This design comes from an exercise in tuning for small area, a short achievable clock period and few clock cycles per item on the open sky130 flow, not from production work.
RTL that was checked went through simulation tests only; none was proved equivalent to the original.
Function not checked in run 1: the RTL went through the layout flow alone.

==> flow/design.v, too long to show whole: its modules and the start of the top module <==
// module nr_div: 1682 lines
module nr_div (
    input rstn,
    input clk,
    input [23:0] d,
    input in_valid,
    output in_ready,
    output reg [23:0] out,
    output reg out_valid,
    input out_ready
);
  // ...
==> flow/flow/run.sh <==
#!/bin/bash
# Standard layout, with one extra step between synthesis and floorplan:
# invopt.py re-polarises full and half adders so that the
# netlist needs fewer inverters around them.  Registers are untouched.
set -euo pipefail
R=orfs/results/${FLOW_PLATFORM}/nr_div/base
bash standard.sh synth > synth.log 2>&1
cp "$R/1_2_yosys.v" "$R/1_2_yosys.std.v"
python3 flow/invopt.py "$R/1_2_yosys.std.v" "$R/1_2_yosys.v" > invopt.log 2>&1
rm -f "$R/1_synth.odb" "$R/1_synth.sdc"
bash standard.sh > layout.log 2>&1
==> flow/flow/invopt.py <==
#!/usr/bin/env python3
"""Remove inverters around full and half adders in a Yosys gate netlist.
A full adder is self-dual: complementing its three inputs complements both
outputs.  Each fa cell may therefore be 'flipped' (fed complemented inputs,
its outputs read as complemented).  A half adder is rebuilt from an xor/xnor
and an and/nand/nor/or/and2b/nand2b cell of the same area, so it can read
and produce either polarity.  This pass picks the flips that need the fewest
inverters and rewrites the netlist; registers are untouched.
Usage: invopt.py in.v out.v"""
import re, sys, random
from collections import defaultdict

src = open(sys.argv[1]).read()
INV = re.compile(r'sky130_fd_sc_hd__(inv|clkinv)_\d+$')
cell_re = re.compile(r'^(\s*)(sky130_fd_sc_hd__\w+)\s+(\S+)\s*\((.*?)\);', re.S | re.M)
pin_re = re.compile(r'\.(\w+)\(\s*(.*?)\s*\)\s*(?:,|$)', re.S)
OUTPINS = {'X', 'Y', 'Q', 'Q_N', 'SUM', 'COUT', 'HI', 'LO'}

cells = []
for m in cell_re.finditer(src):
    pins = [(p, n.strip()) for p, n in pin_re.findall(m.group(4))]
    cells.append(dict(span=m.span(), indent=m.group(1), type=m.group(2), name=m.group(3), pins=pins))

driver = {}
loads = defaultdict(list)           # net -> [(cell idx, pin)]
for i, c in enumerate(cells):
    for p, n in c['pins']:
        if p in OUTPINS:
            driver[n] = (i, p)
        else:
            loads[n].append((i, p))

def is_inv(i):
    return bool(INV.match(cells[i]['type']))
def is_fa(i):
    return re.match(r'sky130_fd_sc_hd__fa_\d+$', cells[i]['type']) is not None
def is_ha(i):
    return re.match(r'sky130_fd_sc_hd__ha_\d+$', cells[i]['type']) is not None

# base signal of each net: follow inverter chains back to a non-inverter driver
def base(n):
    par = 0
    seen = 0
    while n in driver and is_inv(driver[n][0]) and seen < 50:
        i = driver[n][0]
        n = dict(cells[i]['pins'])['A']
        par ^= 1
        seen += 1
    return n, par

# groups: base net -> list of consumer pins with their polarity relative to base
groups = defaultdict(list)
inv_cells = set()
for i, c in enumerate(cells):
    if is_inv(i):
        inv_cells.add(i)
        continue
    for p, n in c['pins']:
        if p in OUTPINS:
            continue
        b, par = base(n)
        groups[b].append((i, p, par))
# nets used by module ports / assigns outside cells: keep their polarity fixed
other = src
for c in reversed(cells):
    s, e = c['span']
    other = other[:s] + other[e:]
extern = defaultdict(int)
for line in other.split(";"):
    l = line.strip()
    if l.startswith("assign") or l.startswith("output") or l.startswith("input"):
        for tok in re.findall(r'\\\S+|[A-Za-z_][\w$]*(?:\[\d+\])?', l):
            extern[tok] += 1
# inverter output nets referenced outside cells (e.g. output ports)
ext_need = defaultdict(set)
for n in list(driver):
    if n in extern and driver[n][0] in inv_cells:
        b, par = base(n)
        ext_need[b].add(par)
for n in extern:
    if n in driver and driver[n][0] not in inv_cells:
        ext_need[n].add(0)

fixed = set(driver[n][0] for n in extern if n in driver)
fa_idx = [i for i in range(len(cells)) if is_fa(i) and i not in fixed]
flip = defaultdict(int)
def drv_free(b):
    return b in driver and is_ha(driver[b][0])
def drv_pol(b):
    if b in driver and is_fa(driver[b][0]):
        return flip[driver[b][0]]
    return 0
def needs(b):
    need = set(ext_need.get(b, ()))
    for i, p, par in groups[b]:
        if is_ha(i):
            continue
        need.add(par ^ (flip[i] if is_fa(i) else 0))
    return need
def out_pol(b):
    """physical polarity of the driver's net after the rewrite"""
    if drv_free(b):
        need = needs(b)
        if len(need) == 1:
            return next(iter(need))
        if not need:
            return 0
        # mixed: majority
        cnt = [0, 0]
        for i, p, par in groups[b]:
            if not is_ha(i):
                cnt[par ^ (flip[i] if is_fa(i) else 0)] += 1
        return 0 if cnt[0] >= cnt[1] else 1
    return drv_pol(b)
def group_cost(b):
    need = needs(b)
    if drv_free(b):
        return 1 if len(need) > 1 else 0
    dp = drv_pol(b)
    return 1 if any(x != dp for x in need) else 0

# groups touched by each fa
touch = defaultdict(set)
for b, lst in groups.items():
    for i, p, par in lst:
        if is_fa(i):
            touch[i].add(b)
    if b in driver and is_fa(driver[b][0]):
        touch[driver[b][0]].add(b)
for b in ext_need:
    if b in driver and is_fa(driver[b][0]):
        touch[driver[b][0]].add(b)

allg = set(groups) | set(ext_need)
before = sum(1 for b in allg if any(True for _ in [0]) and group_cost(b))
import math
random.seed(1)
cur = sum(group_cost(b) for b in allg)
best = cur; bestflip = dict(flip)
T = 2.0
steps = 400 * max(1, len(fa_idx))
for k in range(steps):
    i = random.choice(fa_idx)
    gs = touch[i]
    c0 = sum(group_cost(b) for b in gs)
    flip[i] ^= 1
    c1 = sum(group_cost(b) for b in gs)
    d = c1 - c0
    if d <= 0 or random.random() < math.exp(-d / T):
        cur += d
        if cur < best:
            best = cur; bestflip = dict(flip)
    else:
        flip[i] ^= 1
    T = max(0.05, 2.0 * (1 - k / steps))
flip.clear(); flip.update(bestflip)
after = sum(group_cost(b) for b in allg)
nflip = sum(flip[i] for i in fa_idx)
sys.stderr.write(f"inverters: {len(inv_cells)} cells; groups needing one before {before}, after {after}; flipped {nflip} of {len(fa_idx)} fa\n")

if len(sys.argv) < 3:
    sys.exit(0)

# rewrite: one inverter per group that needs the other polarity
newnets = []
edits = {}                          # cell idx -> new pin list
repl_inv = []
cnt = 0
def pin_set(i, p, n):
    pl = edits.get(i, list(cells[i]['pins']))
    pl = [(pp, n if pp == p else nn) for pp, nn in pl]
    edits[i] = pl
hapol = {}                          # (ha idx, pin) -> physical polarity of the net it reads
for b in allg:
    dp = out_pol(b)
    consumers = groups.get(b, [])
    need_inv = any((par ^ (flip[i] if is_fa(i) else 0)) != dp for i, p, par in consumers if not is_ha(i)) or any(x != dp for x in ext_need.get(b, ()))
    invnet = None
    if need_inv:
        cnt += 1
        invnet = f"_invopt_{cnt}_"
        newnets.append(invnet)
        repl_inv.append((b, invnet))
    for i, p, par in consumers:
        if is_ha(i):
            # reads the driver's net as it is; the HA is rebuilt for that polarity
            hapol[(i, p)] = dp ^ par
            pin_set(i, p, b)
            continue
        want = par ^ (flip[i] if is_fa(i) else 0)
        pin_set(i, p, b if want == dp else invnet)
# output polarity of each HA output net
for i in range(len(cells)):
    if is_ha(i):
        for p, n in cells[i]['pins']:
            if p in OUTPINS:
                hapol[(i, p)] = out_pol(n) if n in allg else 0

# external nets that were inverter outputs: drive them from the new structure
assigns = []
for n in list(driver):
    if n in extern and driver[n][0] in inv_cells:
        b, par = base(n)
        dp = drv_pol(b)
        dp = out_pol(b)
        src_net = b if par == dp else [x for bb, x in repl_inv if bb == b][0]
        assigns.append((n, src_net))
for n in extern:
    if n in driver and driver[n][0] not in inv_cells and out_pol(n) == 1:
        # a flipped fa output drives a port/assign directly: not handled
        raise SystemExit("flipped fa output referenced outside cells: " + n)

out = []
pos = 0
for i, c in enumerate(cells):
    s, e = c['span']
    out.append(src[pos:s])
    pos = e
    if i in inv_cells:
        continue
    pl = edits.get(i, c['pins'])
    sp1 = lambda n: n + (' ' if n.startswith(chr(92)) else '')
    if is_ha(i):
        d = dict(pl)
        pa, pb = hapol[(i, 'A')], hapol[(i, 'B')]
        ps, pc = hapol[(i, 'SUM')], hapol[(i, 'COUT')]
        a, bb = d['A'], d['B']
        if 'SUM' in d:
            t = 'xor2_1' if (pa ^ pb ^ ps) == 0 else 'xnor2_1'
            o = 'X' if t == 'xor2_1' else 'Y'
            out.append(f"{c['indent']}sky130_fd_sc_hd__{t} {c['name']}_s (\n    .A({sp1(a)}),\n    .B({sp1(bb)}),\n    .{o}({sp1(d['SUM'])})\n  );")
        if 'COUT' in d:
            if pa == 0 and pb == 0:
                t, pins = ('and2_1', 'X') if pc == 0 else ('nand2_1', 'Y'), (('A', a), ('B', bb))
            elif pa == 1 and pb == 1:
                t, pins = ('nor2_1', 'Y') if pc == 0 else ('or2_1', 'X'), (('A', a), ('B', bb))
            else:
                an, bp = (a, bb) if pa == 1 else (bb, a)
                t, pins = ('and2b_1', 'X') if pc == 0 else ('nand2b_1', 'Y'), (('A_N', an), ('B', bp))
            body = "".join(f"    .{p}({sp1(n)}),\n" for p, n in pins)
            out.append(f"\n{c['indent']}sky130_fd_sc_hd__{t[0]} {c['name']}_c (\n{body}    .{t[1]}({sp1(d['COUT'])})\n  );")
        continue
    body = ",\n".join(f"    .{p}({n}{' ' if n.startswith(chr(92)) else ''})" for p, n in pl)
    out.append(f"{c['indent']}{c['type']} {c['name']} (\n{body}\n  );")
out.append(src[pos:])
txt = "".join(out)
decl = "".join(f"  wire {n};\n" for n in newnets)
sp = lambda n: n + (' ' if n.startswith(chr(92)) else '')
insts = "".join(f"  sky130_fd_sc_hd__inv_1 _invopt_cell_{k}_ (\n    .A({sp(b)}),\n    .Y({x})\n  );\n" for k, (b, x) in enumerate(repl_inv))
asg = "".join(f"  assign {sp(n)} = {sp(s)};\n" for n, s in assigns)
# wires of removed inverter outputs stay declared (unused) - harmless
txt = txt.replace("endmodule", decl + insts + asg + "endmodule", 1)
open(sys.argv[2], "w").write(txt)
sys.stderr.write(f"wrote {sys.argv[2]}: {len(repl_inv)} inverters\n")
==> flow/standard.sh <==
#!/bin/bash
# synth_recipe.tcl (not shown) runs the flow's synth.tcl, then flattens the netlist and writes it again
# the make line also repeats each setting of config.mk as NAME=value (left out here)
make -C /OpenROAD-flow-scripts/flow DESIGN_CONFIG=/design/flow/config.mk WORK_HOME=/design/flow/orfs CLKGATE_MAP_FILE= SYNTH_SCRIPT=/design/flow/synth_recipe.tcl "${@:-finish}"
==> flow/config.mk <==
export PLATFORM = sky130hd
export DESIGN_NAME = nr_div
export DESIGN_NICKNAME = nr_div
export VERILOG_FILES = /design/flow/design.v
export SDC_FILE = /design/flow/constraint.sdc
export NUM_CORES = 4
export LEC_CHECK = 0
export CAP_MARGIN = 20
export CORE_MARGIN = 2
export CORE_UTILIZATION = 60
export SETUP_SLACK_MARGIN = 4.0
export SLEW_MARGIN = 20
==> flow/constraint.sdc <==
create_clock -name core_clock -period 8.0 [get_ports {clk}]
set_input_delay 1.6000 -clock core_clock [delete_from_list [all_inputs] [get_ports {clk}]]
set_output_delay 1.6000 -clock core_clock [all_outputs]
set_load 0.01 [all_outputs]
==> impl_results.html, run 1 <==
<table>
<tr><th>Metric</th><th>Value</th></tr>
<tr><th colspan="2">Timing</th></tr>
<tr><td>Clock skew</td><td>0.05283 ns</td></tr>
<tr><td>Setup repair after global routing missed its margin</td><td>true</td></tr>
<tr><td>Max Fclk</td><td>254.3 MHz</td></tr>
<tr><td>Shortest clock period the worst path allows after layout</td><td>3.932 ns</td></tr>
<tr><td>Hold Vio Cnt, Final</td><td>0</td></tr>
<tr><th colspan="2">Routing</th></tr>
<tr><td>Via total after detailed routing</td><td>approximately 27k</td></tr>
<tr><td>Routed metal-1 wire length</td><td>39.52 mm</td></tr>
<tr><td>Routed wire length on met2</td><td>45.06 mm</td></tr>
<tr><td>Wire length reported by the detailed router</td><td>92.70 mm</td></tr>
<tr><td>Detail-routed net length per standard cell</td><td>about 19 µm</td></tr>
<tr><td>Drt first pass iters</td><td>5</td></tr>
<tr><td>Post-DR vias/cell</td><td>5.539</td></tr>
<tr><th colspan="2">Worst hold path</th></tr>
<tr><td>Worst-case hold path end point</td><td>f2</td></tr>
<tr><td>Worst hold path class</td><td>flip-flop to flip-flop</td></tr>
<tr><td>Hold path startpoint</td><td>f1</td></tr>
<tr><th colspan="2">Worst setup path</th></tr>
<tr><td>Startpoint kind of the worst setup timing path</td><td>flip-flop</td></tr>
<tr><td>Critical path capture point</td><td>pb7_b[15]</td></tr>
<tr><td>Crit-path cells</td><td>buf_4 -&gt; and2_1 -&gt; fa_1 -&gt; fa_2 -&gt; fa_1 -&gt; fa_1 -&gt; fa_2 -&gt; fa_1</td></tr>
<tr><td>Start of the worst register-to-register path</td><td>z6[14]</td></tr>
<tr><td>Terminus of the critical flop-to-flop path</td><td>pb7_b[15]</td></tr>
<tr><td>Critical Path Stages</td><td>8</td></tr>
<tr><th colspan="2">Final layout</th></tr>
<tr><td>Area taken by flip-flops and latches</td><td>16250 µm²</td></tr>
<tr><td>Final standard cell count with taps included and fillers excluded</td><td>~4.8k</td></tr>
<tr><td>Top flop regs</td><td>zc9_a (25), zc9_b (25), out (24)</td></tr>
<tr><td>Multi-input combinational cell count</td><td>2745</td></tr>
<tr><td>Multi-input combinational area share</td><td>0.5385</td></tr>
<tr><td>Diode count</td><td>0</td></tr>
<tr><td>Seq_cells</td><td>~550</td></tr>
<tr><td>Multi-input logic area</td><td>25690 µm²</td></tr>
<tr><td>Fin nets</td><td>4404</td></tr>
<tr><td>Number of signal-net inverters in the final layout</td><td>between 200 and 250</td></tr>
<tr><th colspan="2">Global routing</th></tr>
<tr><td>Global routing usage on met2</td><td>0.4323</td></tr>
<tr><th colspan="2">Run status</th></tr>
<tr><td>Status</td><td>no timing/DRC/antenna violations</td></tr>
<tr><th colspan="2">CTS</th></tr>
<tr><td>Cts bufs inserted</td><td>approximately 60</td></tr>
<tr><th colspan="2">Die</th></tr>
<tr><td>Count of pins on the block boundary</td><td>54</td></tr>
<tr><td>Row cnt</td><td>98</td></tr>
<tr><td>Starting density of the core</td><td>0.6036</td></tr>
<tr><th colspan="2">Placement</th></tr>
<tr><td>Detailed placement HPWL</td><td>64.64 mm</td></tr>
</table>
==> run 2, diff against run 1 <==
--- a/flow/design.v
+++ b/flow/design.v
@@ -29,18 +29,21 @@
     reg [21:8] pb7_a, pb7_b;
     reg        pb7_c;
     reg [6:0]  eb8;
     reg [31:7] zc9_a, zc9_b;
     reg        zc9_c;
     reg        sbusy;                    
     reg [2:0]  ph;                       
     reg [4:0]  cnt;
-    reg [16:0] sZ, sB, sA;
-    wire sdone = (ph == 3'd0);
+    wire [16:0] sZ = {mp3[0], z3};
+    wire [16:0] sB = {mp3[1], z4};
+    wire [16:0] sA = {mp3[4:2], mp4};
+    reg  [16:0] sZ_n, sB_n, sA_n;
+    wire sdone = (ph == 3'd5);
     wire en = (!out_valid | out_ready) & !(v9 & f9 & !sdone);
     assign in_ready = (!out_valid | out_ready) & !sbusy;
     wire [15:0] m1 = x1 + {15'd0, s1};
     wire za_s1 = x1[0] ^ s1 ^ ~x1[4];
     wire za_c2 = (x1[0] & s1) | (x1[0] & ~x1[4]) | (s1 & ~x1[4]);
     wire za_s3 = x1[1] ^ ~x1[5] ^ x1[9];
     wire za_c4 = (x1[1] & ~x1[5]) | (x1[1] & x1[9]) | (~x1[5] & x1[9]);
     wire za_s5 = x1[2] ^ ~x1[6];
@@ -1610,16 +1613,20 @@
             s2 <= s1; ex2 <= 8'd1 - dl1; z2 <= z1[15:0]; mp2 <= m1[13:0]; z2h <= z1[16]; m2h <= m1[15:14];
             s3 <= s2; ex3 <= ex2; z3 <= z2; mp3 <= mp2; pa3_a <= pa_a[26:8]; pa3_b <= pa_b[26:8]; pa3_c <= pa_lo[8];
             s4 <= s3; ex4 <= ex3; z4 <= z3; mp4 <= mp3; ea4 <= e1n;
             s5 <= s4; ex5 <= ex4; mp5 <= mp4; qb5_a <= qb_a[30:8]; qb5_b <= qb_b[30:8]; qb5_c <= qb_lo[8];
             s6 <= s5; ex6 <= ex5; z6 <= qb5[30:15]; mp6 <= mp5;
             s7 <= s6; ex7 <= ex6; z7 <= z6; pb7_a <= pb_a[21:8]; pb7_b <= pb_b[21:8]; pb7_c <= pb_lo[8];
             s8 <= s7; ex8 <= ex7; zz8 <= z7 ^ {16{s7}}; eb8 <= e2n;
             s9 <= s8; ex9 <= ex8; zc9_a <= zc_a[31:7]; zc9_b <= zc_b[31:7]; zc9_c <= zc_lo[7];
+        end else if (srun) begin
+            {mp3[0], z3} <= sZ_n;
+            {mp3[1], z4} <= sB_n;
+            {mp3[4:2], mp4} <= sA_n;
         end
     end
     wire push = en & v9;
     wire pop  = out_valid & out_ready;
     always @(posedge clk) begin
         if (!rstn) begin
             v1 <= 0; v2 <= 0; v3 <= 0; v4 <= 0; v5 <= 0; v6 <= 0; v7 <= 0; v8 <= 0; v9 <= 0;
             out_valid <= 0;
@@ -1635,48 +1642,43 @@
         end
     end
     always @(posedge clk) begin
         if (en) begin
             f1 <= !in_norm; f2 <= f1; f3 <= f2; f4 <= f3; f5 <= f4; f6 <= f5; f7 <= f6; f8 <= f7; f9 <= f8;
         end
         if (push) out <= r9;
     end
-    wire        sstart = en & v2 & f2;
+    wire        sstart = v9 & f9 & (ph == 3'd0);
+    wire        srun = sstart | (ph != 3'd0 && ph != 3'd5);
     wire [15:0] m2 = {m2h, mp2};
     wire [17:0] ssum = {1'b0, sA} + (sB[0] ? {1'b0, sZ} : 18'd0);
     wire [16:0] sH = {sA[14:0], sB[16:15]};
     wire [16:0] sT = (~sH + {16'd0, ~|sB[14:0]}) ^ 17'h10000;
+    always @(*) begin
+        sZ_n = sZ; sB_n = {ssum[0], sB[16:1]}; sA_n = ssum[17:1];
+        if (sstart) begin
+            sZ_n = {z2h, z2}; sB_n = {1'b0, m2}; sA_n = 17'd0;
+        end else if (cnt == 5'd17) begin
+            sA_n = 17'd0;
+            if (ph[0]) begin
+                sB_n = sT;
+            end else begin
+                sZ_n = sH;
+                sB_n = {1'b0, m2};
+            end
+        end
+    end
     always @(posedge clk) begin
         if (!rstn) begin
             ph <= 0;
             cnt <= 0;
         end else if (sstart) begin
             ph <= 1;
-        end else if (ph != 0 && cnt == 5'd17) begin
-            ph <= (ph == 3'd4) ? 3'd0 : ph + 3'd1;
-        end
-        if (rstn) begin
-            if (sstart) cnt <= 0;
-            else if (ph != 0) cnt <= (cnt == 5'd17) ? 5'd0 : cnt + 5'd1;
-        end
-    end
-    always @(posedge clk) begin
-        if (!rstn) begin
-            sA <= 0;                     
-        end else if (sstart) begin
-            sZ <= {z2h, z2}; sB <= {1'b0, m2}; sA <= 0;
-        end else if (ph != 0) begin
-            if (cnt == 5'd17) begin
-                sA <= 0;
-                if (ph[0]) begin
-                    sB <= sT;
-                end else begin
-                    sZ <= sH;
-                    sB <= {1'b0, m2};
-                end
-            end else begin
-                sA <= ssum[17:1];
-                sB <= {ssum[0], sB[16:1]};
-            end
+            cnt <= 0;
+        end else if (srun) begin
+            cnt <= (cnt == 5'd17) ? 5'd0 : cnt + 5'd1;
+            if (cnt == 5'd17) ph <= ph + 3'd1;
+        end else if (sdone & push) begin
+            ph <= 0;
         end
     end
 endmodule
==> flow/config.mk (replaced) <==
export PLATFORM = sky130hd
export DESIGN_NAME = nr_div
export DESIGN_NICKNAME = nr_div
export VERILOG_FILES = /design/flow/design.v
export SDC_FILE = /design/flow/constraint.sdc
export NUM_CORES = 4
export LEC_CHECK = 0
export CAP_MARGIN = 20
export CORE_MARGIN = 2
export CORE_UTILIZATION = 72
export SETUP_SLACK_MARGIN = 4.0
export SLEW_MARGIN = 20
==> impl_results.html, run 2 <==
<table>
<tr><th>Metric</th><th>Value</th></tr>
<tr><th colspan="2">Worst setup path</th></tr>
<tr><td>Start of the worst register-to-register path</td><td>x1[9]</td></tr>
<tr><td>Arr. time, crit path</td><td>4.47 ns</td></tr>
<tr><td>Highest-delay cell along the critical path</td><td>fa_2</td></tr>
<tr><td>Worst-case register-to-register setup slack</td><td>3.89 ns</td></tr>
<tr><td>Crit-path cells</td><td>inv_2 -&gt; fa_2 -&gt; fa_2 -&gt; fa_2 -&gt; xor2_2 -&gt; nand4_1 -&gt; nor3_2 -&gt; nor2_2 -&gt; a41oi_2 -&gt; a21boi_2 -&gt; a21oi_2 -&gt; a221o_1 -&gt; nand2_2 -&gt; xnor2_1</td></tr>
<tr><td>Critical Path Sink Type</td><td>flip-flop</td></tr>
<tr><td>Terminus of the critical flop-to-flop path</td><td>z2[14]</td></tr>
<tr><td>Critical path peak fanout</td><td>3</td></tr>
<tr><td>Delay of the slowest cell on the worst path</td><td>0.58 ns</td></tr>
<tr><td>Startpoint kind of the worst setup timing path</td><td>flip-flop</td></tr>
<tr><td>Most numerous cell on the critical path</td><td>fa_2</td></tr>
<tr><td>Kind of critical path</td><td>flip-flop to flip-flop</td></tr>
<tr><td>Reg2reg path depth</td><td>14</td></tr>
<tr><td>Required time reported for the critical path endpoint</td><td>8.36 ns</td></tr>
<tr><th colspan="2">Timing</th></tr>
<tr><td>Final number of setup-violating endpoints</td><td>0</td></tr>
<tr><td>Number of slew-limit violations in the final report</td><td>0</td></tr>
<tr><td>Shortest clock period the worst path allows after layout</td><td>4.114 ns (+0.1828 ns)</td></tr>
<tr><td>Hold Vio Cnt, Final</td><td>0 (unchanged)</td></tr>
<tr><td>Max Fclk</td><td>243.0 MHz (-4.4%)</td></tr>
<tr><td>Tightest Pin Transition</td><td>1.025 ns</td></tr>
<tr><td>Summed negative setup slack over all endpoints</td><td>0 ns</td></tr>
<tr><td>Final-layout worst hold slack</td><td>0.4007 ns</td></tr>
<tr><td>Clock skew</td><td>0.02307 ns (-0.02976 ns)</td></tr>
<tr><td>Setup repair after global routing missed its margin</td><td>true</td></tr>
<tr><td>Worst rel slew slack</td><td>0.3166</td></tr>
<tr><td>Share of the cycle needed by the critical path after routing</td><td>0.5143</td></tr>
<tr><th colspan="2">Worst hold path</th></tr>
<tr><td>Hold path cells</td><td>0</td></tr>
<tr><td>Worst hold path class</td><td>flip-flop to flip-flop</td></tr>
<tr><td>Worst-case hold path end point</td><td>mp6[8]</td></tr>
<tr><td>Hold path startpoint</td><td>mp5[8]</td></tr>
<tr><th colspan="2">Final layout</th></tr>
<tr><td>Area taken by flip-flops and latches</td><td>14880 µm² (-8.4%)</td></tr>
<tr><td>Fraction of layout cells with a size suffix above 1</td><td>0.09215</td></tr>
<tr><td>Fin nets</td><td>4370 (-0.77%)</td></tr>
<tr><td>Highest-count cells in the layout ignoring fill and taps</td><td>and2_1 (620), fa_1 (542), edfxtp_1 (483), nand2_1 (437), xor2_1 (271)</td></tr>
<tr><td>Most common cell after layout, fill and taps aside</td><td>and2_1</td></tr>
<tr><td>Multi-input logic area</td><td>25690 µm² (about the same)</td></tr>
<tr><td>Top flop regs</td><td>zc9_a (25), zc9_b (25), out (24)</td></tr>
<tr><td>Filler Cells Inserted</td><td>3328</td></tr>
<tr><td>Area delta synth-&gt;final</td><td>10.74%</td></tr>
<tr><td>Share of the core filled with cells</td><td>0.8031</td></tr>
<tr><th colspan="2">Routing</th></tr>
<tr><td>ANT nets after route</td><td>0</td></tr>
<tr><td>Drt first pass iters</td><td>7 (+2)</td></tr>
<tr><td>Post-DR vias/cell</td><td>6.028 (+8.8%)</td></tr>
<tr><td>Detail-routed net length per standard cell</td><td>21.46 µm (+11%)</td></tr>
<tr><td>Via total after detailed routing</td><td>27.51k (+3.8%)</td></tr>
<tr><td>Drt drc</td><td>0</td></tr>
<tr><td>Wire length reported by the detailed router</td><td>97.93 mm (+5.6%)</td></tr>
<tr><td>First DRT Iteration DRCs</td><td>2369</td></tr>
<tr><th colspan="2">CTS</th></tr>
<tr><td>CTS sink cnt</td><td>roughly 500</td></tr>
<tr><td>CTS tree</td><td>built</td></tr>
<tr><td>Buffer cell driving the clock tree root</td><td>clkbuf_16</td></tr>
<tr><td>Buffers from clock root to sink, at most</td><td>3</td></tr>
<tr><td>Clock transition time at the flip-flop clock pins of the worst setup and hold paths</td><td>around 0.06 ns</td></tr>
<tr><td>Maximum level of the CTS H-tree</td><td>2</td></tr>
<tr><td>Clk Latency, worst-skew pair</td><td>a little over 0.6 ns</td></tr>
<tr><td>Cts bufs inserted</td><td>54 (-11%)</td></tr>
<tr><th colspan="2">Die</th></tr>
<tr><td>Die outline area</td><td>between 50000 and 60000 µm²</td></tr>
<tr><td>Die X-Extent</td><td>about 240 µm</td></tr>
<tr><td>Core Box Area</td><td>57370 µm²</td></tr>
<tr><td>Starting density of the core</td><td>0.7252 (+0.1216)</td></tr>
<tr><td>Count of pins on the block boundary</td><td>54 (unchanged)</td></tr>
<tr><td>Row cnt</td><td>88 (-10%)</td></tr>
<tr><td>Die Y</td><td>between 200 and 250 µm</td></tr>
<tr><th colspan="2">Placement</th></tr>
<tr><td>Final estimated routing congestion in global placement</td><td>0.9371</td></tr>
<tr><td>Detailed placement HPWL</td><td>66.53 mm (+2.9%)</td></tr>
<tr><td>Port Buf Inserts</td><td>53</td></tr>
<tr><th colspan="2">Run status</th></tr>
<tr><td>Status</td><td>no timing/DRC/antenna violations</td></tr>
<tr><th colspan="2">Global routing</th></tr>
<tr><td>Initial antenna violation count</td><td>1</td></tr>
<tr><td>Wire length of the first global-routing pass</td><td>between 150 and 200 mm</td></tr>
<tr><td>Via count of the first global-routing pass</td><td>29.94k</td></tr>
<tr><td>Total grt overflow</td><td>0</td></tr>
<tr><td>Aggregate global-route resource usage</td><td>0.3325</td></tr>
<tr><td>Pin count of the biggest net entering global routing</td><td>175</td></tr>
<tr><th colspan="2">Synthesis</th></tr>
<tr><td>Post-synth net total</td><td>~4.2k</td></tr>
<tr><td>Yosys warning total</td><td>1</td></tr>
<tr><td>Average cell area after synthesis</td><td>11.49 µm²</td></tr>
<tr><td>Post-synthesis instance area</td><td>41600 µm²</td></tr>
<tr><td>Count of mapped cells out of synthesis</td><td>3620</td></tr>
<tr><th colspan="2">Flow run</th></tr>
<tr><td>Max-capacitance violation count</td><td>0</td></tr>
</table>
## run 2: stage by stage
stage               std cells  worst slack, ns  area (µm²)
floorplan                3620            4.015       41640
global placement         4331            2.577       42780
detailed placement       4332            2.479       42790
CTS                      4527            3.984       45510
global route             4563            3.744       46070
finish                   4564            3.886       46070
## run 2: area by class of cell
type,instances,share of cell area
Multi-Input combinational cell,2766,0.5577
Sequential cell,502,0.3231
Timing Repair Buffer,197,0.03743
Clock buffer,65,0.03088
Tap cell,765,0.02078
Inverter,230,0.01936
Clock inverter,37,0.01054
Timing Repair inverter,1,0.0001901
Antenna cell,1,0.00005432
## run 2: what timing repair did
item	CTS	global route
buffers inserted	92	36
pin swaps	13	49
gates resized for setup	36	80
gates cloned	1	0
hold buffers	0	0
setup endpoints to repair	429	71
## run 2: routing by layer
layer  wire length [µm]  vias up  track usage
met5                  0        -            0
met1              36000    13840       0.4167
met2              49920     1327       0.5804
li1                   -    11970            -
met3               7429      378      0.05202
met4               4583        0       0.1397
## run 2: worst max-delay path by stage
| stage | slack (ns) | cells past startpoint | from | endpoint |
|---|---|---|---|---|
| after CTS | 3.98 | 14 | x1[1] | z2[14] |
| after floorplan | 4.02 | 13 | mp6[3] | pb7_b[21] |
| final | 3.89 | 14 | x1[9] | z2[14] |
| after global placement | 2.58 | 7 | out_ready | z4[0] |
| after detailed placement | 2.48 | 7 | out_ready | z4[11] |
| after global routing | 3.74 | 14 | x1[9] | z2[14] |
## run 2: worst max-delay path, delay by kind of cell (launching register included)
kind,cells,cell delay (ns)
DFF,1,0.41
adders and majority gates,3,1.43
AOI/OAI and AO/OA,4,0.88
buffers and inverters,1,0.11
and+or+nand+nor,4,0.71
xor gates and xnor gates,2,0.33
Testbench counts of run 2, summed over its fixed seeds: cycles 2,128, items 2,048.
==> run 3, diff against run 2 <==
--- a/flow/config.mk
+++ b/flow/config.mk
@@ -9,3 +9,3 @@
 export CORE_MARGIN = 2
-export CORE_UTILIZATION = 72
+export CORE_UTILIZATION = 60
 export SETUP_SLACK_MARGIN = 4.0
==> impl_results.html, run 3 <==
<table>
<tr><th>Metric</th><th>Value</th></tr>
<tr><th colspan="2">Worst setup path</th></tr>
<tr><td>Kind of critical path</td><td>flip-flop to flip-flop</td></tr>
<tr><td>Required time reported for the critical path endpoint</td><td>8.40 ns (+0.04 ns)</td></tr>
<tr><td>Critical path peak fanout</td><td>4 (+1)</td></tr>
<tr><td>Start of the worst register-to-register path</td><td>x1[4]</td></tr>
<tr><td>Critical Path Sink Type</td><td>flip-flop</td></tr>
<tr><td>Arr. time, crit path</td><td>4.45 ns (-0.02 ns)</td></tr>
<tr><td>Startpoint kind of the worst setup timing path</td><td>flip-flop</td></tr>
<tr><td>Crit. Startpoint</td><td>x1[4]</td></tr>
<tr><th colspan="2">Timing</th></tr>
<tr><td>Worst Setup Slack, final</td><td>3.952 ns (+0.06607 ns)</td></tr>
<tr><td>Shortest clock period the worst path allows after layout</td><td>4.048 ns (-0.06607 ns)</td></tr>
<tr><td>Final-layout worst hold slack</td><td>0.4134 ns (+0.01269 ns)</td></tr>
<tr><td>Clock skew</td><td>0.05213 ns (+0.02906 ns)</td></tr>
<tr><td>Number of slew-limit violations in the final report</td><td>0 (unchanged)</td></tr>
<tr><td>Summed negative setup slack over all endpoints</td><td>0 ns (unchanged)</td></tr>
<tr><td>Tightest Pin Transition</td><td>0.9784 ns (-0.04665 ns)</td></tr>
<tr><td>Setup repair after global routing missed its margin</td><td>true</td></tr>
<tr><td>Worst rel slew slack</td><td>0.3308 (+0.01423)</td></tr>
<tr><td>Hold Vio Cnt, Final</td><td>0 (unchanged)</td></tr>
<tr><td>Max Fclk</td><td>247.0 MHz (+1.6%)</td></tr>
<tr><td>Share of the cycle needed by the critical path after routing</td><td>0.5060 (-0.008259)</td></tr>
<tr><td>Final number of setup-violating endpoints</td><td>0 (unchanged)</td></tr>
<tr><th colspan="2">Final layout</th></tr>
<tr><td>Top flop regs</td><td>zc9_a (25), zc9_b (25), out (24)</td></tr>
<tr><td>Area taken by flip-flops and latches</td><td>14880 µm² (unchanged)</td></tr>
<tr><td>Highest-count cells in the layout ignoring fill and taps</td><td>and2_1 (617), fa_1 (519), edfxtp_1 (483), nand2_1 (437), xor2_1 (270)</td></tr>
<tr><td>Diode count</td><td>0 (-1)</td></tr>
<tr><td>Most common cell after layout, fill and taps aside</td><td>and2_1</td></tr>
<tr><td>Fin nets</td><td>4389 (+0.43%)</td></tr>
<tr><td>Fraction of layout cells with a size suffix above 1</td><td>0.1030 (+0.01086)</td></tr>
<tr><td>Filler Cells Inserted</td><td>5207 (+56%)</td></tr>
<tr><td>Area delta synth-&gt;final</td><td>11.66%</td></tr>
<tr><td>Multi-input logic area</td><td>25770 µm² (+0.29%)</td></tr>
<tr><th colspan="2">Worst hold path</th></tr>
<tr><td>Worst hold path class</td><td>flip-flop to flip-flop</td></tr>
<tr><td>Hold path startpoint</td><td>mp5[11]</td></tr>
<tr><th colspan="2">Global routing</th></tr>
<tr><td>Via count of the first global-routing pass</td><td>28.52k (-4.7%)</td></tr>
<tr><td>Pin count of the biggest net entering global routing</td><td>164 (-6.3%)</td></tr>
<tr><td>Wire length of the first global-routing pass</td><td>153.7 mm (-0.37%)</td></tr>
<tr><td>Aggregate global-route resource usage</td><td>0.2791 (-0.05344)</td></tr>
<tr><td>Initial antenna violation count</td><td>1 (unchanged)</td></tr>
<tr><td>Total grt overflow</td><td>0 (unchanged)</td></tr>
<tr><th colspan="2">CTS</th></tr>
<tr><td>Maximum level of the CTS H-tree</td><td>2 (unchanged)</td></tr>
<tr><td>Buffer cell driving the clock tree root</td><td>clkbuf_16</td></tr>
<tr><td>CTS sink cnt</td><td>502 (unchanged)</td></tr>
<tr><td>Clock transition time at the flip-flop clock pins of the worst setup and hold paths</td><td>0.06 ns (about the same)</td></tr>
<tr><td>CTS tree</td><td>built</td></tr>
<tr><td>Buffers from clock root to sink, at most</td><td>3 (unchanged)</td></tr>
<tr><td>Clk Latency, worst-skew pair</td><td>0.66 ns (+0.04 ns)</td></tr>
<tr><td>Cts bufs inserted</td><td>55 (+1.9%)</td></tr>
<tr><th colspan="2">Placement</th></tr>
<tr><td>Final estimated routing congestion in global placement</td><td>0.8892 (-5.1%)</td></tr>
<tr><td>Setup Slack @ Placement</td><td>2.606 ns (+0.1272 ns)</td></tr>
<tr><td>Port Buf Inserts</td><td>53 (unchanged)</td></tr>
<tr><td>Detailed placement HPWL</td><td>67.31 mm (+1.2%)</td></tr>
<tr><th colspan="2">Routing</th></tr>
<tr><td>Drt drc</td><td>0 (unchanged)</td></tr>
<tr><td>ANT nets after route</td><td>0 (unchanged)</td></tr>
<tr><td>Post-DR vias/cell</td><td>5.617 (-6.8%)</td></tr>
<tr><td>Wire length reported by the detailed router</td><td>97.02 mm (-0.92%)</td></tr>
<tr><td>Via total after detailed routing</td><td>26.66k (-3.1%)</td></tr>
<tr><td>Detail-routed net length per standard cell</td><td>20.44 µm (-4.7%)</td></tr>
<tr><td>Drt first pass iters</td><td>5 (-2)</td></tr>
<tr><td>First DRT Iteration DRCs</td><td>1820 (-23%)</td></tr>
<tr><th colspan="2">Die</th></tr>
<tr><td>Die X-Extent</td><td>267.3 µm (+9.4%)</td></tr>
<tr><td>Count of pins on the block boundary</td><td>54 (unchanged)</td></tr>
<tr><td>Core Box Area</td><td>68590 µm² (+20%)</td></tr>
<tr><td>Starting density of the core</td><td>0.6065 (-0.1186)</td></tr>
<tr><td>Row cnt</td><td>96 (+9.1%)</td></tr>
<tr><td>Die Y</td><td>267.3 µm (+9.4%)</td></tr>
<tr><td>Die outline area</td><td>71450 µm² (+20%)</td></tr>
<tr><th colspan="2">Synthesis</th></tr>
<tr><td>Average cell area after synthesis</td><td>11.49 µm² (unchanged)</td></tr>
<tr><td>Yosys warning total</td><td>1 (unchanged)</td></tr>
<tr><td>Post-synthesis instance area</td><td>41600 µm² (unchanged)</td></tr>
<tr><td>Post-synth net total</td><td>4238 (unchanged)</td></tr>
<tr><td>Count of mapped cells out of synthesis</td><td>3620 (unchanged)</td></tr>
<tr><th colspan="2">Run status</th></tr>
<tr><td>Status</td><td>no timing/DRC/antenna violations</td></tr>
<tr><th colspan="2">Flow run</th></tr>
<tr><td>Max-capacitance violation count</td><td>0 (unchanged)</td></tr>
</table>
## run 3: changes by cell type in the layout (fill, tap and decap cells not counted), sizes merged
cell / previous run / this run
bufinv: 10 / 7
buf: 143 / 162
clkdlybuf4s15: 1 / 0
inv: 235 / 232
clkinvlp: 6 / 8
clkbuf: 66 / 64
dlygate4sd2: 1 / 0
clkinv: 17 / 22
dlymetal6s2s: 0 / 1
diode: 1 / 0
## run 3: worst max-delay path: stages (launching register included)
cell	delay, ns
edfxtp_1	0.41
inv_2	0.08
fa_1	0.59
fa_1	0.48
xor2_2	0.18
xnor2_1	0.17
a211oi_1	0.35
o22ai_2	0.15
nor2_2	0.18
a41oi_4	0.18
a21boi_2	0.21
a21oi_2	0.08
a221o_1	0.46
a21oi_2	0.19
xnor2_1	0.09
## run 3: what timing repair did
item,CTS,global route
cloned,1,1
setup endpoints to repair,438,265
setup buffers,92,52
hold buffers,0,0
resized for setup,42,107
pin swaps,10,82
## run 3: area by class of cell
| class | instances | share of cell area |
|---|---|---|
| clock inverter | 38 | 0.009589 |
| multi-input combinational | 2766 | 0.5547 |
| timing repair buffer | 215 | 0.04054 |
| tap | 931 | 0.02508 |
| inverter | 230 | 0.01921 |
| timing repair inverter | 1 | 0.0001886 |
| sequential | 502 | 0.3204 |
| clock buffer | 63 | 0.03028 |
## run 3: final timing paths
check	depth (start not counted)	slack (ns)	end
max	14	3.95	z2[15]
min	0	0.41	mp6[11]
max reg2reg	14	3.95	z2[15]
min reg2reg	0	0.41	mp6[11]
## run 3: through the flow
step | util | area, µm² | std cells
floorplan | - | 41640 | 3620
finish | 0.6773 | 46450 | 4746
CTS | 0.6665 | 45710 | 4693
global placement | 0.6270 | 43000 | 4499
global route | 0.6773 | 46450 | 4746
detailed placement | 0.6270 | 43000 | 4499
## run 3: routing by layer
| metal | track usage | vias up | wire, µm |
|---|---|---|---|
| met5 | 0 | - | 0 |
| li1 | - | 12000 | - |
| met1 | 0.3614 | 13730 | 39240 |
| met2 | 0.4899 | 762 | 50150 |
| met4 | 0.09141 | 0 | 2642 |
| met3 | 0.03522 | 174 | 4988 |
==> run 4, diff against run 3 <==
--- a/flow/config.mk
+++ b/flow/config.mk
@@ -9,3 +9,3 @@
 export CORE_MARGIN = 2
-export CORE_UTILIZATION = 60
+export CORE_UTILIZATION = 40
 export SETUP_SLACK_MARGIN = 4.0
==> impl_results.html, run 4 <==
<table>
<tr><th>Metric</th><th>Value</th></tr>
<tr><th colspan="2">Run status</th></tr>
<tr><td>Status</td><td>no timing/DRC/antenna violations</td></tr>
<tr><th colspan="2">Die</th></tr>
<tr><td>Die outline area</td><td>106600 µm² (+49%)</td></tr>
<tr><td>Count of pins on the block boundary</td><td>54 (unchanged)</td></tr>
<tr><td>Core Box Area</td><td>103300 µm² (+51%)</td></tr>
<tr><td>Starting density of the core</td><td>0.4025 (-0.2040)</td></tr>
<tr><td>Row cnt</td><td>118 (+23%)</td></tr>
<tr><td>Die X-Extent</td><td>326.5 µm (+22%)</td></tr>
<tr><td>Die Y</td><td>326.5 µm (+22%)</td></tr>
<tr><th colspan="2">Timing</th></tr>
<tr><td>Worst rel slew slack</td><td>0.3479 (+0.01706)</td></tr>
<tr><td>Share of the cycle needed by the critical path after routing</td><td>0.5045 (-0.001585)</td></tr>
<tr><td>Shortest clock period the worst path allows after layout</td><td>4.036 ns (-0.01268 ns)</td></tr>
<tr><td>Clock skew</td><td>0.04222 ns (-0.009915 ns)</td></tr>
<tr><td>Final number of setup-violating endpoints</td><td>0 (unchanged)</td></tr>
<tr><td>Number of slew-limit violations in the final report</td><td>0 (unchanged)</td></tr>
<tr><td>Summed negative setup slack over all endpoints</td><td>0 ns (unchanged)</td></tr>
<tr><td>Max Fclk</td><td>247.8 MHz (+0.31%)</td></tr>
<tr><td>Tightest Pin Transition</td><td>0.9781 ns (-0.0002821 ns)</td></tr>
<tr><td>Hold Vio Cnt, Final</td><td>0 (unchanged)</td></tr>
<tr><td>Setup repair after global routing missed its margin</td><td>true</td></tr>
<tr><th colspan="2">CTS</th></tr>
<tr><td>Clk Latency, worst-skew pair</td><td>0.65 ns (about the same)</td></tr>
<tr><td>Buffer cell driving the clock tree root</td><td>clkbuf_16</td></tr>
<tr><td>Clock transition time at the flip-flop clock pins of the worst setup and hold paths</td><td>0.06 ns (about the same)</td></tr>
<tr><td>Maximum level of the CTS H-tree</td><td>2 (unchanged)</td></tr>
<tr><td>Buffers from clock root to sink, at most</td><td>3 (unchanged)</td></tr>
<tr><td>Hold Buf Count CTS</td><td>0 (unchanged)</td></tr>
<tr><td>Cts bufs inserted</td><td>59 (+7.3%)</td></tr>
<tr><td>CTS sink cnt</td><td>502 (unchanged)</td></tr>
<tr><td>CTS tree</td><td>built</td></tr>
<tr><th colspan="2">Worst setup path</th></tr>
<tr><td>Critical Path Sink Type</td><td>flip-flop</td></tr>
<tr><td>Required time reported for the critical path endpoint</td><td>8.40 ns (about the same)</td></tr>
<tr><td>Start of the worst register-to-register path</td><td>x1[10]</td></tr>
<tr><td>Startpoint kind of the worst setup timing path</td><td>flip-flop</td></tr>
<tr><td>Kind of critical path</td><td>flip-flop to flip-flop</td></tr>
<tr><td>Critical path peak fanout</td><td>5 (+1)</td></tr>
<tr><td>Arr. time, crit path</td><td>4.43 ns (-0.02 ns)</td></tr>
<tr><td>Crit. Startpoint</td><td>x1[10]</td></tr>
<tr><th colspan="2">Routing</th></tr>
<tr><td>Wire length reported by the detailed router</td><td>93.17 mm (-4.0%)</td></tr>
<tr><td>ANT nets after route</td><td>0 (unchanged)</td></tr>
<tr><td>Post-DR vias/cell</td><td>4.972 (-11%)</td></tr>
<tr><td>Drt drc</td><td>0 (unchanged)</td></tr>
<tr><td>Drt first pass iters</td><td>5 (unchanged)</td></tr>
<tr><td>Via total after detailed routing</td><td>25.79k (-3.3%)</td></tr>
<tr><td>First DRT Iteration DRCs</td><td>1545 (-15%)</td></tr>
<tr><td>Detail-routed net length per standard cell</td><td>17.97 µm (-12%)</td></tr>
<tr><th colspan="2">Placement</th></tr>
<tr><td>Port Buf Inserts</td><td>53 (unchanged)</td></tr>
<tr><td>Detailed placement HPWL</td><td>65.33 mm (-3.0%)</td></tr>
<tr><td>Final estimated routing congestion in global placement</td><td>0.8204 (-7.7%)</td></tr>
<tr><td>Number of placed cells counting well taps</td><td>4955 (+10%)</td></tr>
<tr><td>Placed cell area</td><td>43620 µm² (+1.4%)</td></tr>
<tr><th colspan="2">Global routing</th></tr>
<tr><td>Total grt overflow</td><td>0 (unchanged)</td></tr>
<tr><td>Initial antenna violation count</td><td>0 (-1)</td></tr>
<tr><td>Wire length of the first global-routing pass</td><td>150.2 mm (-2.3%)</td></tr>
<tr><td>Pin count of the biggest net entering global routing</td><td>101 (-38%)</td></tr>
<tr><td>Aggregate global-route resource usage</td><td>0.1773 (-0.1019)</td></tr>
<tr><td>Via count of the first global-routing pass</td><td>27.06k (-5.1%)</td></tr>
<tr><th colspan="2">Synthesis</th></tr>
<tr><td>Post-synthesis instance area</td><td>41600 µm² (unchanged)</td></tr>
<tr><td>Count of mapped cells out of synthesis</td><td>3620 (unchanged)</td></tr>
<tr><td>Average cell area after synthesis</td><td>11.49 µm² (unchanged)</td></tr>
<tr><td>Post-synth net total</td><td>4238 (unchanged)</td></tr>
<tr><td>Yosys warning total</td><td>1 (unchanged)</td></tr>
<tr><th colspan="2">Worst hold path</th></tr>
<tr><td>Hold path startpoint</td><td>mp5[5]</td></tr>
<tr><td>Worst hold path class</td><td>flip-flop to flip-flop</td></tr>
<tr><th colspan="2">Final layout</th></tr>
<tr><td>Most common cell after layout, fill and taps aside</td><td>and2_1</td></tr>
<tr><td>Area delta synth-&gt;final</td><td>12.89%</td></tr>
<tr><td>Highest-count cells in the layout ignoring fill and taps</td><td>and2_1 (619), fa_1 (542), edfxtp_1 (483), nand2_1 (439), xor2_1 (272)</td></tr>
<tr><td>Fraction of layout cells with a size suffix above 1</td><td>0.08854 (-0.01447)</td></tr>
<tr><td>Top flop regs</td><td>zc9_a (25), zc9_b (25), out (24)</td></tr>
<tr><td>Final design instance area without fill</td><td>46960 µm² (+1.1%)</td></tr>
<tr><td>Fin nets</td><td>4374 (-0.34%)</td></tr>
<tr><td>Diode count</td><td>0 (unchanged)</td></tr>
<tr><td>Final standard cell count with taps included and fillers excluded</td><td>5186 (+9.3%)</td></tr>
<tr><th colspan="2">Flow run</th></tr>
<tr><td>Max-capacitance violation count</td><td>0 (unchanged)</td></tr>
</table>
==> run 4: worst paths after layout <==
check        depth (start not counted)  endpoint  slack [ns]
max                                 14    z2[13]        3.96
min                                  0    mp6[5]        0.41
max reg2reg                         14    z2[13]        3.96
min reg2reg                          0    mp6[5]        0.41
==> run 4: through the flow <==
stage	hold WS, ns	worst slack (ns)	utilization
3_5_place_dp	0.4045	2.385	0.4220
4_1_cts	0.4153	4.004	0.4488
6_report	0.4128	3.964	0.4544
2_1_floorplan	0.4003	4.015	-
3_3_place_gp	0.4003	2.467	0.4220
5_1_grt	0.4189	3.765	0.4544
==> run 4: layout make-up <==
type	count	area, µm²
multi-input cells	2766	25680
well taps	1380	1727
inverters	230	880.8
fillers	9552	56390
clock inverters	38	444.2
repair buffers	197	1804
clock buffers	73	1539
flip-flops and latches	502	14880
==> run 4: critical path: stages, from the launching register on <==
cell      delay [ns]
edfxtp_1        0.45
inv_4           0.14
fa_2            0.48
fa_1            0.50
fa_1            0.46
and2_1          0.17
a21o_1          0.17
a21oi_1         0.20
nor2_1          0.07
a21oi_1         0.12
a21boi_4        0.22
a21oi_2         0.09
a221o_1         0.43
buf_4           0.17
xnor2_2         0.12
==> run 4: per-layer routing <==
| metal | share of wire | GRT usage | vias to the layer above |
|---|---|---|---|
| met5 | 0 | 0 | - |
| met4 | 0.022 | 0.04378 | 0 |
| met3 | 0.044 | 0.02186 | 126 |
| met2 | 0.48 | 0.2976 | 529 |
| met1 | 0.45 | 0.2451 | 13130 |
| li1 | - | - | 12000 |
==> run 4: timing repair <==
item                                    in CTS  in global routing
cloned                                       1                  1
pin swaps                                   12                 56
endpoints found under the hold margin        0                  0
resized for setup                           39                 74
buffers inserted                            81                 37
endpoints found under the setup margin     299                 42
==> run 5, diff against run 4 <==
--- a/flow/flow/run.sh
+++ b/flow/flow/run.sh
@@ -2,3 +2,3 @@
 # Standard layout, with one extra step between synthesis and floorplan:
-# invopt.py re-polarises full and half adders so that the
+# invopt.py re-polarises full and half adders and simple gates so that the
 # netlist needs fewer inverters around them.  Registers are untouched.
--- a/flow/flow/invopt.py
+++ b/flow/flow/invopt.py
@@ -6,4 +6,5 @@
 and an and/nand/nor/or/and2b/nand2b cell of the same area, so it can read
-and produce either polarity.  This pass picks the flips that need the fewest
-inverters and rewrites the netlist; registers are untouched.
+and produce either polarity, and a two-input and/nand/or/nor/xor/xnor gate
+may be swapped for its complement.  This pass picks the flips that need the
+least inverter and gate area and rewrites the netlist; registers are untouched.
 Usage: invopt.py in.v out.v"""
@@ -86,4 +87,14 @@
 flip = defaultdict(int)
+COMPL = {'and2_1': ('nand2_1', 'X', 'Y'), 'nand2_1': ('and2_1', 'Y', 'X'),
+         'or2_1': ('nor2_1', 'X', 'Y'), 'nor2_1': ('or2_1', 'Y', 'X'),
+         'xor2_1': ('xnor2_1', 'X', 'Y'), 'xnor2_1': ('xor2_1', 'Y', 'X')}
+AREA = {'and2_1': 6.256, 'nand2_1': 3.7536, 'or2_1': 6.256, 'nor2_1': 3.7536,
+        'xor2_1': 8.7584, 'xnor2_1': 8.7584}
+INVA = 3.7536
+def gtype(i):
+    return cells[i]['type'][len('sky130_fd_sc_hd__'):]
+def is_g2(i):
+    return gtype(i) in COMPL and i not in fixed
 def drv_free(b):
-    return b in driver and is_ha(driver[b][0])
+    return b in driver and (is_ha(driver[b][0]) or is_g2(driver[b][0]))
 def drv_pol(b):
@@ -99,2 +110,9 @@
     return need
+def free_cost(b, q, need):
+    c = INVA if any(x != q for x in need) else 0.0
+    i = driver[b][0]
+    if is_g2(i):
+        t = gtype(i)
+        c += AREA[t] if q == 0 else AREA[COMPL[t][0]]
+    return c
 def out_pol(b):
@@ -103,12 +121,4 @@
         need = needs(b)
-        if len(need) == 1:
-            return next(iter(need))
-        if not need:
-            return 0
-        # mixed: majority
-        cnt = [0, 0]
-        for i, p, par in groups[b]:
-            if not is_ha(i):
-                cnt[par ^ (flip[i] if is_fa(i) else 0)] += 1
-        return 0 if cnt[0] >= cnt[1] else 1
+        c0, c1 = free_cost(b, 0, need), free_cost(b, 1, need)
+        return 0 if c0 <= c1 else 1
     return drv_pol(b)
@@ -117,5 +127,5 @@
     if drv_free(b):
-        return 1 if len(need) > 1 else 0
+        return min(free_cost(b, 0, need), free_cost(b, 1, need))
     dp = drv_pol(b)
-    return 1 if any(x != dp for x in need) else 0
+    return INVA if any(x != dp for x in need) else 0.0
 
@@ -134,3 +144,3 @@
 allg = set(groups) | set(ext_need)
-before = sum(1 for b in allg if any(True for _ in [0]) and group_cost(b))
+before = sum(group_cost(b) for b in allg)
 import math
@@ -148,3 +158,3 @@
     d = c1 - c0
-    if d <= 0 or random.random() < math.exp(-d / T):
+    if d <= 0 or random.random() < math.exp(-d / (INVA * T)):
         cur += d
@@ -158,3 +168,3 @@
 nflip = sum(flip[i] for i in fa_idx)
-sys.stderr.write(f"inverters: {len(inv_cells)} cells; groups needing one before {before}, after {after}; flipped {nflip} of {len(fa_idx)} fa\n")
+sys.stderr.write(f"inverters: {len(inv_cells)} cells; cost before {before:.1f}, after {after:.1f}; flipped {nflip} of {len(fa_idx)} fa\n")
 
@@ -242,4 +252,11 @@
         continue
+    ctype = c['type']
+    if is_g2(i):
+        onet = [n for p, n in pl if p in OUTPINS][0]
+        if onet in allg and out_pol(onet) == 1:
+            t2, op, np_ = COMPL[gtype(i)]
+            ctype = 'sky130_fd_sc_hd__' + t2
+            pl = [(np_ if p == op else p, n) for p, n in pl]
     body = ",\n".join(f"    .{p}({n}{' ' if n.startswith(chr(92)) else ''})" for p, n in pl)
-    out.append(f"{c['indent']}{c['type']} {c['name']} (\n{body}\n  );")
+    out.append(f"{c['indent']}{ctype} {c['name']} (\n{body}\n  );")
 out.append(src[pos:])
==> impl_results.html, run 5 <==
<table>
<tr><th>Metric</th><th>Value</th></tr>
<tr><th colspan="2">Run status</th></tr>
<tr><td>Status</td><td>no timing/DRC/antenna violations</td></tr>
<tr><th colspan="2">Worst setup path</th></tr>
<tr><td>Critical path peak fanout</td><td>4 (-1)</td></tr>
<tr><td>Terminus of the critical flop-to-flop path</td><td>z2[13]</td></tr>
<tr><td>Worst-case register-to-register setup slack</td><td>3.94 ns (-0.03 ns)</td></tr>
<tr><td>Critical Path Sink Type</td><td>flip-flop</td></tr>
<tr><td>Arr. time, crit path</td><td>4.45 ns (+0.02 ns)</td></tr>
<tr><td>Required time reported for the critical path endpoint</td><td>8.39 ns (about the same)</td></tr>
<tr><td>Crit. Startpoint</td><td>s1</td></tr>
<tr><td>Startpoint kind of the worst setup timing path</td><td>flip-flop</td></tr>
<tr><td>Start of the worst register-to-register path</td><td>s1</td></tr>
<tr><td>Reg2reg path depth</td><td>13 (-1)</td></tr>
<tr><td>Kind of critical path</td><td>flip-flop to flip-flop</td></tr>
<tr><th colspan="2">Flow run</th></tr>
<tr><td>Max-capacitance violation count</td><td>0 (unchanged)</td></tr>
<tr><th colspan="2">Global routing</th></tr>
<tr><td>Initial antenna violation count</td><td>0 (unchanged)</td></tr>
<tr><td>Pin count of the biggest net entering global routing</td><td>198 (+96%)</td></tr>
<tr><td>Total grt overflow</td><td>0 (unchanged)</td></tr>
<tr><td>Aggregate global-route resource usage</td><td>0.1819 (+0.004652)</td></tr>
<tr><td>Wire length of the first global-routing pass</td><td>149.2 mm (-0.68%)</td></tr>
<tr><td>Via count of the first global-routing pass</td><td>27.41k (+1.3%)</td></tr>
<tr><th colspan="2">Final layout</th></tr>
<tr><td>Most common cell after layout, fill and taps aside</td><td>nand2_1</td></tr>
<tr><td>Top flop regs</td><td>zc9_a (25), zc9_b (25), out (24)</td></tr>
<tr><td>Filler Cells Inserted</td><td>9226 (-3.4%)</td></tr>
<tr><td>Fraction of layout cells with a size suffix above 1</td><td>0.09666 (+0.008112)</td></tr>
<tr><td>Highest-count cells in the layout ignoring fill and taps</td><td>nand2_1 (859), fa_1 (552), edfxtp_1 (483), xor2_1 (249), inv_1 (213)</td></tr>
<tr><td>Final standard cell count with taps included and fillers excluded</td><td>5126 (-1.2%)</td></tr>
<tr><td>Area delta synth-&gt;final</td><td>14.01%</td></tr>
<tr><td>Share of the core filled with cells</td><td>0.4609 (+0.006512)</td></tr>
<tr><td>Diode count</td><td>0 (unchanged)</td></tr>
<tr><td>Fin nets</td><td>4397 (+0.53%)</td></tr>
<tr><th colspan="2">CTS</th></tr>
<tr><td>CTS tree</td><td>built</td></tr>
<tr><td>Cts bufs inserted</td><td>58 (-1.7%)</td></tr>
<tr><td>Clock transition time at the flip-flop clock pins of the worst setup and hold paths</td><td>0.06 ns (about the same)</td></tr>
<tr><td>Buffer cell driving the clock tree root</td><td>clkbuf_16</td></tr>
<tr><td>CTS sink cnt</td><td>502 (unchanged)</td></tr>
<tr><td>Clk Latency, worst-skew pair</td><td>0.65 ns (about the same)</td></tr>
<tr><td>Hold Buf Count CTS</td><td>0 (unchanged)</td></tr>
<tr><td>Buffers from clock root to sink, at most</td><td>3 (unchanged)</td></tr>
<tr><td>Maximum level of the CTS H-tree</td><td>2 (unchanged)</td></tr>
<tr><th colspan="2">Die</th></tr>
<tr><td>Die Y</td><td>322.1 µm (-1.3%)</td></tr>
<tr><td>Starting density of the core</td><td>0.4043 (+0.001742)</td></tr>
<tr><td>Core Box Area</td><td>100100 µm² (-3.1%)</td></tr>
<tr><td>Die X-Extent</td><td>322.1 µm (-1.3%)</td></tr>
<tr><td>Row cnt</td><td>116 (-1.7%)</td></tr>
<tr><td>Count of pins on the block boundary</td><td>54 (unchanged)</td></tr>
<tr><td>Die outline area</td><td>103800 µm² (-2.6%)</td></tr>
<tr><th colspan="2">Routing</th></tr>
<tr><td>Drt first pass iters</td><td>5 (unchanged)</td></tr>
<tr><td>First DRT Iteration DRCs</td><td>1643 (+6.3%)</td></tr>
<tr><td>ANT nets after route</td><td>0 (unchanged)</td></tr>
<tr><td>Drt drc</td><td>0 (unchanged)</td></tr>
<tr><td>Wire length reported by the detailed router</td><td>92.24 mm (-1.0%)</td></tr>
<tr><td>Detail-routed net length per standard cell</td><td>17.99 µm (+0.16%)</td></tr>
<tr><td>Via total after detailed routing</td><td>26.08k (+1.1%)</td></tr>
<tr><td>Post-DR vias/cell</td><td>5.088 (+2.3%)</td></tr>
<tr><th colspan="2">Timing</th></tr>
<tr><td>Setup repair after global routing missed its margin</td><td>true</td></tr>
<tr><td>Hold Vio Cnt, Final</td><td>0 (unchanged)</td></tr>
<tr><td>Summed negative setup slack over all endpoints</td><td>0 ns (unchanged)</td></tr>
<tr><td>Share of the cycle needed by the critical path after routing</td><td>0.5080 (+0.003539)</td></tr>
<tr><td>Worst rel slew slack</td><td>0.2792 (-0.06867)</td></tr>
<tr><td>Clock skew</td><td>0.02663 ns (-0.01559 ns)</td></tr>
<tr><td>Max Fclk</td><td>246.1 MHz (-0.70%)</td></tr>
<tr><td>Shortest clock period the worst path allows after layout</td><td>4.064 ns (+0.02831 ns)</td></tr>
<tr><td>Tightest Pin Transition</td><td>1.054 ns (+0.07575 ns)</td></tr>
<tr><td>Final number of setup-violating endpoints</td><td>0 (unchanged)</td></tr>
<tr><td>Number of slew-limit violations in the final report</td><td>0 (unchanged)</td></tr>
<tr><th colspan="2">Synthesis</th></tr>
<tr><td>Post-synthesis instance area</td><td>40490 µm² (-2.7%)</td></tr>
<tr><td>Average cell area after synthesis</td><td>11.22 µm² (-2.3%)</td></tr>
<tr><td>Yosys warning total</td><td>1 (unchanged)</td></tr>
<tr><td>Post-synth net total</td><td>4225 (-0.31%)</td></tr>
<tr><td>Count of mapped cells out of synthesis</td><td>3607 (-0.36%)</td></tr>
<tr><th colspan="2">Worst hold path</th></tr>
<tr><td>Worst-case hold path end point</td><td>ex4[1]</td></tr>
<tr><td>Hold path cells</td><td>0 (unchanged)</td></tr>
<tr><td>Hold path startpoint</td><td>ex3[1]</td></tr>
<tr><td>Worst hold path class</td><td>flip-flop to flip-flop</td></tr>
<tr><th colspan="2">Placement</th></tr>
<tr><td>Port Buf Inserts</td><td>53 (unchanged)</td></tr>
<tr><td>Detailed placement HPWL</td><td>64.78 mm (-0.84%)</td></tr>
<tr><td>Number of placed cells counting well taps</td><td>4865 (-1.8%)</td></tr>
<tr><td>Final estimated routing congestion in global placement</td><td>0.8347 (+1.7%)</td></tr>
</table>
==> run 5: critical path, stage by stage (launching register included) <==
cell,delay [ns]
edfxtp_1,0.42
fa_2,0.67
fa_2,0.49
xor2_2,0.17
xor2_1,0.21
a211oi_2,0.28
o22ai_2,0.13
nor2_2,0.18
a41oi_4,0.19
a21boi_2,0.23
a21oi_2,0.09
a221o_1,0.46
buf_6,0.16
xnor2_2,0.11
==> run 5: how the worst max path moves through the flow <==
| stage | endpoint | slack, ns | cells past startpoint |
|---|---|---|---|
| after detailed placement | ph[0] | 2.93 | 10 |
| after global placement | ph[0] | 2.99 | 10 |
| after floorplan | pa3_b[18] | 4.01 | 9 |
| final | z2[13] | 3.94 | 13 |
| after global routing | z2[14] | 3.77 | 14 |
| after CTS | z2[14] | 3.98 | 12 |
==> run 5: routing by layer <==
layer  global-route usage  routed length [µm]
met5                    0                   0
met4              0.04995                2170
met3              0.02235                4325
met2               0.3063               45060
met1               0.2488               40680
==> run 5: per-stage QoR <==
stage / setup slack (ns) / hold slack, ns / area (µm²)
floorplan: 4.007 / 0.4003 / 40520
global route: 3.770 / 0.4225 / 46160
CTS: 3.976 / 0.4179 / 45190
finish: 3.936 / 0.4162 / 46160
global placement: 2.988 / 0.4013 / 42420
detailed placement: 2.935 / 0.4045 / 42420
==> run 5: layout make-up <==
cell class / instances / area, µm² / area share
Clock buffer: 65 / 1478 / 0.03201
Tap cell: 1298 / 1624 / 0.03518
Inverter: 217 / 827.0 / 0.01792
Timing Repair Buffer: 234 / 2185 / 0.04733
Sequential cell: 502 / 14880 / 0.3225
Multi-Input combinational cell: 2766 / 24590 / 0.5328
Clock inverter: 44 / 568.0 / 0.01231
==> run 5: what timing repair did <==
| item | CTS | global route |
|---|---|---|
| gates resized for setup | 30 | 87 |
| buffers inserted | 77 | 75 |
| endpoints found under the setup margin | 52 | 48 |
| pin swaps | 6 | 38 |

==> what the ideal ports hide <==
Ports are ideal in the flow. The routed layouts listed here were re-timed in OpenROAD.
Step 1 sets driving cells, clkbuf_16 on the clock port and buf_2 on the other inputs (assumed; they add their load-dependent delay and slew).
Step 2 times the ports against the registers' clock, not the clock port: input delays grow and output delays shrink by t, the midpoint of the rising clock arrivals with the driver on.
Slacks: ideal ports / drivers / drivers and shift; pairs: ideal ports / drivers.
run | shift t [ns] | setup WS [ns] | hold WS [ns] | worst register clock-pin slew, ns | worst data-port slew with drivers (ns)
run 1 | 0.701 | 4.068 / 4.068 / 3.842 | 0.417 / 0.417 / 0.417 | 0.07 / 0.07 | 0.04
run 2 | 0.673 | 3.886 / 3.886 / 3.720 | 0.401 / 0.401 / 0.401 | 0.07 / 0.07 | 0.06
run 3 | 0.699 | 3.952 / 3.952 / 3.865 | 0.413 / 0.413 / 0.413 | 0.07 / 0.07 | 0.06
run 4 | 0.700 | 3.964 / 3.964 / 3.570 | 0.413 / 0.413 / 0.413 | 0.07 / 0.07 | 0.05
run 5 | 0.702 | 3.936 / 3.936 / 3.698 | 0.416 / 0.416 / 0.416 | 0.07 / 0.07 | 0.04
After both steps every run listed still meets setup and hold. The setup slack of run 4, which loses most, moves by 0.000 ns with the drivers and by -0.394 ns with both steps.
